This design comes from an exercise in tuning for small area on the open sky130 flow, not from production work.
Where RTL was checked, it was by simulation tests only, not by an equivalence proof against the original.
Power and IR drop assume default switching activity.

Design LiTE_DTU_160MHz_v2_0, start of the top module:
module LiTE_DTU_160MHz_v2_0 (
			     CLK,
			     RST_b,
			     CALIBRATION_BUSY_1,
			     CALIBRATION_BUSY_10,
			     TEST_ENABLE,
			     GAIN_SEL_MODE,
			     fallback,
			     DATA12_g01,
			     DATA12_g10,
			     SATURATION_value,
			     BSL_VAL_g01,
			     BSL_VAL_g10,
			     losing_data,
			     DATA32_ATU_0,
			     DATA32_ATU_1,
			     DATA32_ATU_2,
			     DATA32_ATU_3,
			     Orbit,
			     shift_gain_10,
			     flush_b,
			     synch,
			     synch_pattern,
			     DATA32_0,
			     DATA32_1,
			     DATA32_2,
			     DATA32_3,
			     handshake);
Settings: LEC_CHECK=0, CAP_MARGIN=20, CORE_MARGIN=2, CORE_UTILIZATION=40, CTS_BUF_LIST=sky130_fd_sc_hd__clkbuf_8, CTS_CLUSTER_DIAMETER=60, CTS_CLUSTER_SIZE=20, PLACE_DENSITY=0.6, SLEW_MARGIN=20; clock period 6.25 ns.
run.sh (not shown) runs the stock make flow with config.mk's settings and CLKGATE_MAP_FILE= SYNTH_SCRIPT=/design/flow/synth_recipe.tcl, a recipe that flattens the netlist after the stock synthesis.
==> next run, changes <==
- CTS_BUF_LIST: sky130_fd_sc_hd__clkbuf_8 -> not set
- CTS_CLUSTER_DIAMETER: 60 -> not set
- CTS_CLUSTER_SIZE: 20 -> not set
The new run finished clean.
Cell area grows by 3.6%.
Area after synthesis is unchanged.
Worst setup slack degrades by 0.094 ns.
Global-route usage rises by 0.20 points.
Die area does not change.
Hold slack degrades by 0.037 ns.

## 11-08
Another version of the RTL of LiTE_DTU_160MHz_v2_0 (not shown whole).
Size: ~1200 flip-flops, about 360 I/O pins.
// LiTE_DTU_160MHz_v2_0
module LiTE_DTU_160MHz_v2_0 (
			     CLK,
			     RST_b,
			     CALIBRATION_BUSY_1,
			     CALIBRATION_BUSY_10,
			     TEST_ENABLE,
			     GAIN_SEL_MODE,
			     fallback,
			     DATA12_g01,
			     DATA12_g10,
			     SATURATION_value,
			     BSL_VAL_g01,
			     BSL_VAL_g10,
			     losing_data,
			     DATA32_ATU_0,
			     DATA32_ATU_1,
			     DATA32_ATU_2,
			     DATA32_ATU_3,
			     Orbit,
			     shift_gain_10,
			     flush_b,
			     synch,
			     synch_pattern,
			     DATA32_0,
			     DATA32_1,
			     DATA32_2,
			     DATA32_3,
			     handshake);
clock: 6.25 ns
lec_check: 0
cap_margin: 20
core_margin: 2
core_utilization: 40
cts_buf_list: sky130_fd_sc_hd__clkbuf_8
cts_cluster_diameter: 50
cts_cluster_size: 16
place_density: 0.6
slew_margin: 20
[inputs] 07-05 vs 11-08
==> flow/flow/run.sh (new file) <==
#!/bin/bash
set -euo pipefail
CTS="-sink_clustering_enable -repair_clock_nets -sink_clustering_size 20 -sink_clustering_max_diameter 50 -buf_list sky130_fd_sc_hd__clkbuf_8 -dont_use_dummy_load"
bash standard.sh "BUFFER_PORTS_ARGS=-buffer_cell sky130_fd_sc_hd__buf_1" "CTS_ARGS=$CTS" finish > standard_flow.log 2>&1
==> flow/standard.sh (new file) <==
#!/bin/bash
# synth_recipe.tcl (not shown) runs the flow's synth.tcl, then flattens the netlist and writes it again
# the make line also repeats each setting of config.mk as NAME=value (left out here)
make -C /OpenROAD-flow-scripts/flow DESIGN_CONFIG=/design/flow/config.mk WORK_HOME=/design/flow/orfs CLKGATE_MAP_FILE= SYNTH_SCRIPT=/design/flow/synth_recipe.tcl "${@:-finish}"
diff --git a/flow/config.mk b/flow/config.mk
--- a/flow/config.mk
+++ b/flow/config.mk
@@ -9,7 +9,4 @@
 export CORE_MARGIN = 2
 export CORE_UTILIZATION = 40
-export CTS_BUF_LIST = sky130_fd_sc_hd__clkbuf_8
-export CTS_CLUSTER_DIAMETER = 50
-export CTS_CLUSTER_SIZE = 16
 export PLACE_DENSITY = 0.6
 export SLEW_MARGIN = 20
removed: flow/run.sh
==> results.txt <==
For 07-05 and 11-08, there was not a single run that failed to finish clean. The higher combinational group share of total power of 07-05 and 11-08 is in 11-08. The post-route total power of 07-05 falls short of that of 11-08 by about 9%. Side by side, maximum fanout along the worst path turned out higher in 07-05 than in 11-08. Critical path depth is lower on 07-05. Going from 11-08 to 07-05, fraction of standard cell area in multi-input logic shows an increase of 1.7 points, antenna diode instance count moved up, global-route usage went down, initial antenna violation count +4.
No run of this note included a check of the RTL's function; only the layout flow was run.

maple:
RTL: one of the versions met above, not the one the previous note started from.
For scale: ~2900 cells after synthesis, roughly 1200 flip-flops, about 360 I/O pins, roughly 0.042 sq mm of cells after synthesis.
clock: 6.25 ns
lec_check: 0
cap_margin: 20
core_margin: 2
core_utilization: 40
cts_buf_list: sky130_fd_sc_hd__clkbuf_16
cts_cluster_diameter: 100
cts_cluster_size: 30
place_density: 0.6
slew_margin: 20
Stock flow here: none of the scripts above is used.
In summary, maple completed successfully, with a layout that passed the timing, design-rule and antenna checks.
Inputs modified between maple and zinc:
- setting ABC_AREA to 1 for the first time
- removing CTS_CLUSTER_SIZE (formerly 30)
- removing CTS_CLUSTER_DIAMETER (formerly 100)
- removing CTS_BUF_LIST (formerly sky130_fd_sc_hd__clkbuf_16)
Findings:
- On static leakage, maple beats zinc.
- maple -> zinc: total congestion overflow after global routing delta 0, exact match
- Summary of the comparison: cell count of the worst reg-to-reg path is higher in zinc, relative to maple.
- In zinc relative to maple, post-place instance area had gone up by a few percent.
- maple -> zinc: pin count of the biggest net entering global routing increased by more than 100%
- Critical path depth was lower in the run labelled maple.

what the ideal ports hide:
Ports are ideal in the flow. The routed layouts listed here were re-timed in OpenROAD. Step 1, drivers: a clkbuf_16 drives CLK and a buf_2 each remaining input, both assumed. Step 2 also shifts input and output timing later by t, the mid clock arrival at the registers, as if the neighbouring blocks saw the same clock. Three values: no drivers, after step 1, after step 2; two values: the first two.
| run | t (ns) | slack for setup (ns) | worst setup path at the end | worst data-port slew with drivers (ns) | cell pins on the clock port's net |
|---|---|---|---|---|---|
| the first run of note 1 | 0.834 | 1.966 / 2.011 / 1.177 | input to register | 0.10 | 1 |
| the second run of note 1 | 0.768 | 1.871 / 1.916 / 1.148 | input to register | 0.09 | 1 |
| 11-08 | 0.835 | 2.316 / 2.316 / 1.539 | input to register | 0.16 | 1 |
| 07-05 | 0.792 | 1.842 / 1.880 / 1.088 | input to register | 0.13 | 1 |
| maple | 0.720 | 1.880 / 1.921 / 1.201 | input to register | 0.09 | 1 |
| zinc | 0.782 | 1.899 / 1.934 / 1.152 | input to register | 0.15 | 1 |
After both steps setup and hold are still met in every run listed. The setup slack of the first run of note 1, which loses most, moves by +0.045 ns with the drivers and by -0.789 ns with both steps.
